From an optimization exercise on the open Yosys and OpenROAD flow, aimed at small area and few clock cycles; shortcuts taken in it are not production practice. Function was checked by simulation only, so behaviour that the tests miss may differ from the original. Power and IR drop assume default switching activity.

==> v16: inputs <==
Design ExploreMIPS, start of the top module:
module ExploreMIPS(
    input   wire            clk,
    input   wire            rst,
    output  wire            W_instr_ram_ena,
    output  wire [3:0]      W_instr_ram_wea,
    output  wire [31:0]     W_instr_ram_w_data,
    output  wire [31:0]     W_instr_ram_addr,
    input   wire [31:0]     W_instr_ram_r_data,
    output  wire            W_data_ram_ena,
    output  wire [3:0]      W_data_ram_wea,
    output  wire [31:0]     W_data_ram_w_data,
    output  wire [31:0]     W_data_ram_addr,
    input   wire [31:0]     W_data_ram_r_data,
    output  wire [31:0]     W_debug_wb_pc,
    output  wire [ 3:0]     W_debug_wb_rf_wen,
    output  wire [ 4:0]     W_debug_wb_rf_wnum,
    output  wire [31:0]     W_debug_wb_rf_wdata
    );
==> module ExploreMIPS, before the edit <==
module ExploreMIPS(
    input   wire            clk,
    input   wire            rst,
    output  wire            W_instr_ram_ena,
    output  wire [3:0]      W_instr_ram_wea,
    output  wire [31:0]     W_instr_ram_w_data,
    output  wire [31:0]     W_instr_ram_addr,
    input   wire [31:0]     W_instr_ram_r_data,
    output  wire            W_data_ram_ena,
    output  wire [3:0]      W_data_ram_wea,
    output  wire [31:0]     W_data_ram_w_data,
    output  wire [31:0]     W_data_ram_addr,
    input   wire [31:0]     W_data_ram_r_data,
    output  wire [31:0]     W_debug_wb_pc,
    output  wire [ 3:0]     W_debug_wb_rf_wen,
    output  wire [ 4:0]     W_debug_wb_rf_wnum,
    output  wire [31:0]     W_debug_wb_rf_wdata
    );
    assign W_instr_ram_ena    = ~rst;
    assign W_instr_ram_wea    = 4'h0;
    assign W_instr_ram_w_data = 32'h0000_0000;
    assign W_data_ram_ena     = 1'b1;
    wire [31:0] ins = W_instr_ram_r_data;
    wire [5:0]  op  = ins[31:26];
    wire [4:0]  rs  = ins[25:21];
    wire [4:0]  rt  = ins[20:16];
    wire [4:0]  rd  = ins[15:11];
    wire [5:0]  fn  = ins[5:0];
    wire is_r    = (op == 6'b000_000);
    wire is_addi = (op == 6'b001_000);
    wire is_lw   = (op == 6'b100_011);
    wire is_sw   = (op == 6'b101_011);
    wire is_beq  = (op == 6'b000_100);
    wire is_j    = (op == 6'b000_010);
    wire r_ok    = is_r & fn[5];                 
    wire w_ena   = r_ok | is_addi | is_lw;
    wire [4:0] w_num = is_r ? rd : rt;
    reg  [31:0] rf [1:31];
    reg  [31:0] a, b;
    integer i;
    always @(*) begin
        a = 32'd0;
        b = 32'd0;
        for (i = 1; i < 32; i = i + 1) begin
            a = a | ({32{rs == i}} & rf[i]);
            b = b | ({32{rt == i}} & rf[i]);
        end
    end
    wire [31:0] imm = {{16{ins[15]}}, ins[15:0]};
    wire        sub = (is_r & fn[1]) | is_beq;   
    wire [31:0] opb = (is_r | is_beq) ? (sub ? ~b : b) : imm;
    wire [32:0] sum = {1'b0, a} + {1'b0, opb} + {32'd0, sub};
    wire        ltu = ~sum[32];                  
    reg  [31:0] alu;
    always @(*) begin
        if (is_r & fn[2])      alu = fn[0] ? (a | b) : (a & b);
        else if (is_r & fn[3]) alu = {31'd0, ltu};
        else                   alu = sum[31:0];
    end
    wire [31:0] w_data = is_lw ? W_data_ram_r_data : alu;
    always @(posedge clk) begin
        if (w_ena && w_num != 5'd0) rf[w_num] <= w_data;
    end
    reg  [29:0] pc;                              
    wire [29:0] pc4   = pc + 30'd1;
    wire [29:0] btgt  = pc4 + imm[29:0];
    wire        taken = is_beq & (&(a ^ opb));   
    wire [29:0] npc   = is_j ? {4'b0000, ins[25:0]} : (taken ? btgt : pc4);
    always @(posedge clk or posedge rst) begin
        if (rst) pc <= {30{1'b1}};
        else     pc <= npc;
    end
    assign W_instr_ram_addr = {npc, 2'b00};
    assign W_data_ram_wea    = {4{is_sw}};
    assign W_data_ram_addr   = sum[31:0];
    assign W_data_ram_w_data = b;
    assign W_debug_wb_pc       = {pc4, 2'b00};
    assign W_debug_wb_rf_wen   = {4{w_ena}};
    assign W_debug_wb_rf_wnum  = w_num;
    assign W_debug_wb_rf_wdata = w_data;
endmodule
Settings: LEC_CHECK=0, CAP_MARGIN=20, CORE_MARGIN=2, CORE_UTILIZATION=40, PLACE_DENSITY=0.6, SLEW_MARGIN=20; clock period 11.0 ns.
run.sh (not shown) runs the stock make flow with config.mk's settings and CLKGATE_MAP_FILE= SYNTH_SCRIPT=/design/flow/synth_recipe.tcl, a recipe that flattens the netlist after the stock synthesis.
==> v12 (differences from v16) <==
--- a/flow/design.v
+++ b/flow/design.v
@@ -40,14 +40,17 @@
     wire [4:0] w_num = is_r ? rd : rt;
     reg  [31:0] rf [1:31];
-    reg  [31:0] a, b;
-    integer i;
-    always @(*) begin
-        a = 32'd0;
-        b = 32'd0;
-        for (i = 1; i < 32; i = i + 1) begin
-            a = a | ({32{rs == i}} & rf[i]);
-            b = b | ({32{rt == i}} & rf[i]);
+    wire [991:0] rf_flat;
+    wire [31:1]  rs_sel, rt_sel;
+    genvar r;
+    generate
+        for (r = 1; r < 32; r = r + 1) begin : sel_
+            assign rf_flat[(r-1)*32 +: 32] = rf[r];
+            assign rs_sel[r] = (rs == r);
+            assign rt_sel[r] = (rt == r);
         end
-    end
+    endgenerate
+    wire [31:0] a, b;
+    RfReadPort read_a(.sel(rs_sel), .d(rf_flat), .q(a));
+    RfReadPort read_b(.sel(rt_sel), .d(rf_flat), .q(b));
     wire [31:0] imm = {{16{ins[15]}}, ins[15:0]};
     wire        sub = (is_r & fn[1]) | is_beq;   
@@ -83,2 +86,31 @@
     assign W_debug_wb_rf_wdata = w_data;
 endmodule
+`timescale 1ns / 1ps
+module RfAoi222(
+    input  wire a1, a2, b1, b2, c1, c2,
+    output wire y
+    );
+    assign y = ~((a1 & a2) | (b1 & b2) | (c1 & c2));
+endmodule
+module RfReadPort(
+    input  wire [31:1]  sel,         
+    input  wire [991:0] d,           
+    output wire [31:0]  q
+    );
+    genvar j, g;
+    generate
+        for (j = 0; j < 32; j = j + 1) begin : bit_
+            wire [10:0] n;           
+            for (g = 0; g < 10; g = g + 1) begin : grp
+                RfAoi222 aoi(
+                    .a1(sel[3*g+1]), .a2(d[(3*g+0)*32 + j]),
+                    .b1(sel[3*g+2]), .b2(d[(3*g+1)*32 + j]),
+                    .c1(sel[3*g+3]), .c2(d[(3*g+2)*32 + j]),
+                    .y(n[g])
+                );
+            end
+            assign n[10] = ~(sel[31] & d[30*32 + j]);
+            assign q[j] = ~(&n);
+        end
+    endgenerate
+endmodule
==> flow/flow/run.sh (new file) <==
#!/bin/bash
set -euo pipefail
export BUFFER_PORTS_ARGS="-buffer_cell sky130_fd_sc_hd__buf_1"
export CTS_ARGS="-sink_clustering_enable -repair_clock_nets -dont_use_dummy_load -sink_clustering_size 20 -sink_clustering_max_diameter 70"
bash standard.sh > standard.log 2>&1
==> flow/standard.sh (new file) <==
#!/bin/bash
# synth_recipe.tcl (not shown) runs the flow's synth.tcl, then flattens the netlist and writes it again
# the make line also repeats each setting of config.mk as NAME=value (left out here)
make -C /OpenROAD-flow-scripts/flow DESIGN_CONFIG=/design/flow/config.mk WORK_HOME=/design/flow/orfs CLKGATE_MAP_FILE= SYNTH_SCRIPT=/design/flow/synth_recipe.tcl "${@:-finish}"
--- a/flow/config.mk
+++ b/flow/config.mk
@@ -11,2 +11,3 @@
 export PLACE_DENSITY = 0.6
 export SLEW_MARGIN = 20
+export SYNTH_HIERARCHICAL = 1
removed: flow/run.sh
==> v21 (differences from v16) <==
--- a/flow/design.v
+++ b/flow/design.v
@@ -40,14 +40,17 @@
     wire [4:0] w_num = is_r ? rd : rt;
     reg  [31:0] rf [1:31];
-    reg  [31:0] a, b;
-    integer i;
-    always @(*) begin
-        a = 32'd0;
-        b = 32'd0;
-        for (i = 1; i < 32; i = i + 1) begin
-            a = a | ({32{rs == i}} & rf[i]);
-            b = b | ({32{rt == i}} & rf[i]);
+    wire [991:0] rf_flat;
+    wire [31:1]  rs_sel, rt_sel;
+    genvar r;
+    generate
+        for (r = 1; r < 32; r = r + 1) begin : sel_
+            assign rf_flat[(r-1)*32 +: 32] = rf[r];
+            assign rs_sel[r] = (rs == r);
+            assign rt_sel[r] = (rt == r);
         end
-    end
+    endgenerate
+    wire [31:0] a, b;
+    RfReadPort read_a(.sel(rs_sel), .d(rf_flat), .q(a));
+    RfReadPort read_b(.sel(rt_sel), .d(rf_flat), .q(b));
     wire [31:0] imm = {{16{ins[15]}}, ins[15:0]};
     wire        sub = (is_r & fn[1]) | is_beq;   
@@ -83,2 +86,31 @@
     assign W_debug_wb_rf_wdata = w_data;
 endmodule
+`timescale 1ns / 1ps
+module RfAoi222(
+    input  wire a1, a2, b1, b2, c1, c2,
+    output wire y
+    );
+    assign y = ~((a1 & a2) | (b1 & b2) | (c1 & c2));
+endmodule
+module RfReadPort(
+    input  wire [31:1]  sel,         
+    input  wire [991:0] d,           
+    output wire [31:0]  q
+    );
+    genvar j, g;
+    generate
+        for (j = 0; j < 32; j = j + 1) begin : bit_
+            wire [10:0] n;           
+            for (g = 0; g < 10; g = g + 1) begin : grp
+                RfAoi222 aoi(
+                    .a1(sel[3*g+1]), .a2(d[(3*g+0)*32 + j]),
+                    .b1(sel[3*g+2]), .b2(d[(3*g+1)*32 + j]),
+                    .c1(sel[3*g+3]), .c2(d[(3*g+2)*32 + j]),
+                    .y(n[g])
+                );
+            end
+            assign n[10] = ~(sel[31] & d[30*32 + j]);
+            assign q[j] = ~(&n);
+        end
+    endgenerate
+endmodule
==> flow/flow/run.sh (new file) <==
#!/bin/bash
set -euo pipefail
export BUFFER_PORTS_ARGS="-buffer_cell sky130_fd_sc_hd__buf_1"
bash standard.sh > standard.log 2>&1
==> flow/standard.sh (new file) <==
#!/bin/bash
# synth_recipe.tcl (not shown) runs the flow's synth.tcl, then flattens the netlist and writes it again
# the make line also repeats each setting of config.mk as NAME=value (left out here)
make -C /OpenROAD-flow-scripts/flow DESIGN_CONFIG=/design/flow/config.mk WORK_HOME=/design/flow/orfs CLKGATE_MAP_FILE= SYNTH_SCRIPT=/design/flow/synth_recipe.tcl "${@:-finish}"
--- a/flow/config.mk
+++ b/flow/config.mk
@@ -11,2 +11,3 @@
 export PLACE_DENSITY = 0.6
 export SLEW_MARGIN = 20
+export SYNTH_HIERARCHICAL = 1
removed: flow/run.sh
==> notes.md <==
item	v21	v12	v16
Final core utilization	47.3%	45.8%	49.4%
Proportion of total power due to net switching	30.0%	30.8%	29.5%
Worst r2r path cells	18	18	20
Post-Syn Instances	3067	3067	3521
Buffer and inverter count on the worst path	3	4	4
Fraction of met2 tracks used by global routing	47.5%	47.7%	56.5%
Worst vdd rail ir drop	0.201 mV	0.171 mV	0.131 mV
Clock share of power	33.5%	25.0%	32.4%
Headroom to the max-slew limit	10.8%	11.0%	11.2%
Share of total power in sequential cells	45.5%	51.3%	43.9%
Total clock network power	0.00356 W	0.00236 W	0.00357 W
Power density over cell area	197 nW/um^2	180 nW/um^2	189 nW/um^2
Multi-input gate share of the layout cell area	28.7%	29.6%	28.6%
Insertion delay of the later-clocked pin in the worst-skew pair	0.74 ns	0.68 ns	0.71 ns
Total met2 wirelength after detailed routing	83700 um	84500 um	101000 um
Highest attainable clock frequency	0.0922 GHz	0.0927 GHz	0.0923 GHz
Number of buffers outside the clock class in the layout	440	441	580
Outcome	timing/DRC/antenna clean	timing/DRC/antenna clean	timing/DRC/antenna clean
Worst hold slack after final layout	0.678 ns	0.683 ns	0.751 ns
Number of library cell types mapped by synthesis	66	66	69
Area share of the largest cell type after synthesis	64.9%	64.9%	62.5%
Comb_multi_in	1939	1939	2224
Testbench counts of v16, summed over its fixed seeds: cycles 7,592.
Testbench counts of v12, summed over its fixed seeds: cycles 7,592.
Testbench counts of v21, summed over its fixed seeds: cycles 7,592.

## what the ideal ports hide
No port has a modelled driver above. Below, the same layouts with a new extraction and two added sets of constraints.
Step 1: set_driving_cell puts a clkbuf_16 on clk and a buf_2 on each other input, an assumption about the parent block.
Step 2 times the ports against the registers' clock, not the clock port: input delays grow and output delays shrink by t, the midpoint of the rising clock arrivals with the driver on.
Three values: ideal ports, drivers, drivers and shift; two values: the first two.
run | shift t [ns] | slack for setup (ns) | clock arrival spread, ns | worst data-port slew with drivers (ns) | pins driven straight from the clock port
v16 | 0.758 | 0.168 / 0.145 / 0.145 | 0.044 / 0.044 | 0.08 | 1
v12 | 0.708 | 0.217 / 0.188 / 0.188 | 0.099 / 0.099 | 0.15 | 1
v21 | 0.794 | 0.159 / 0.122 / 0.122 | 0.040 / 0.040 | 0.14 | 1
After both steps every run listed still meets setup and hold. The setup slack of v21, which loses most, moves by -0.037 ns with the drivers and by -0.037 ns with both steps.
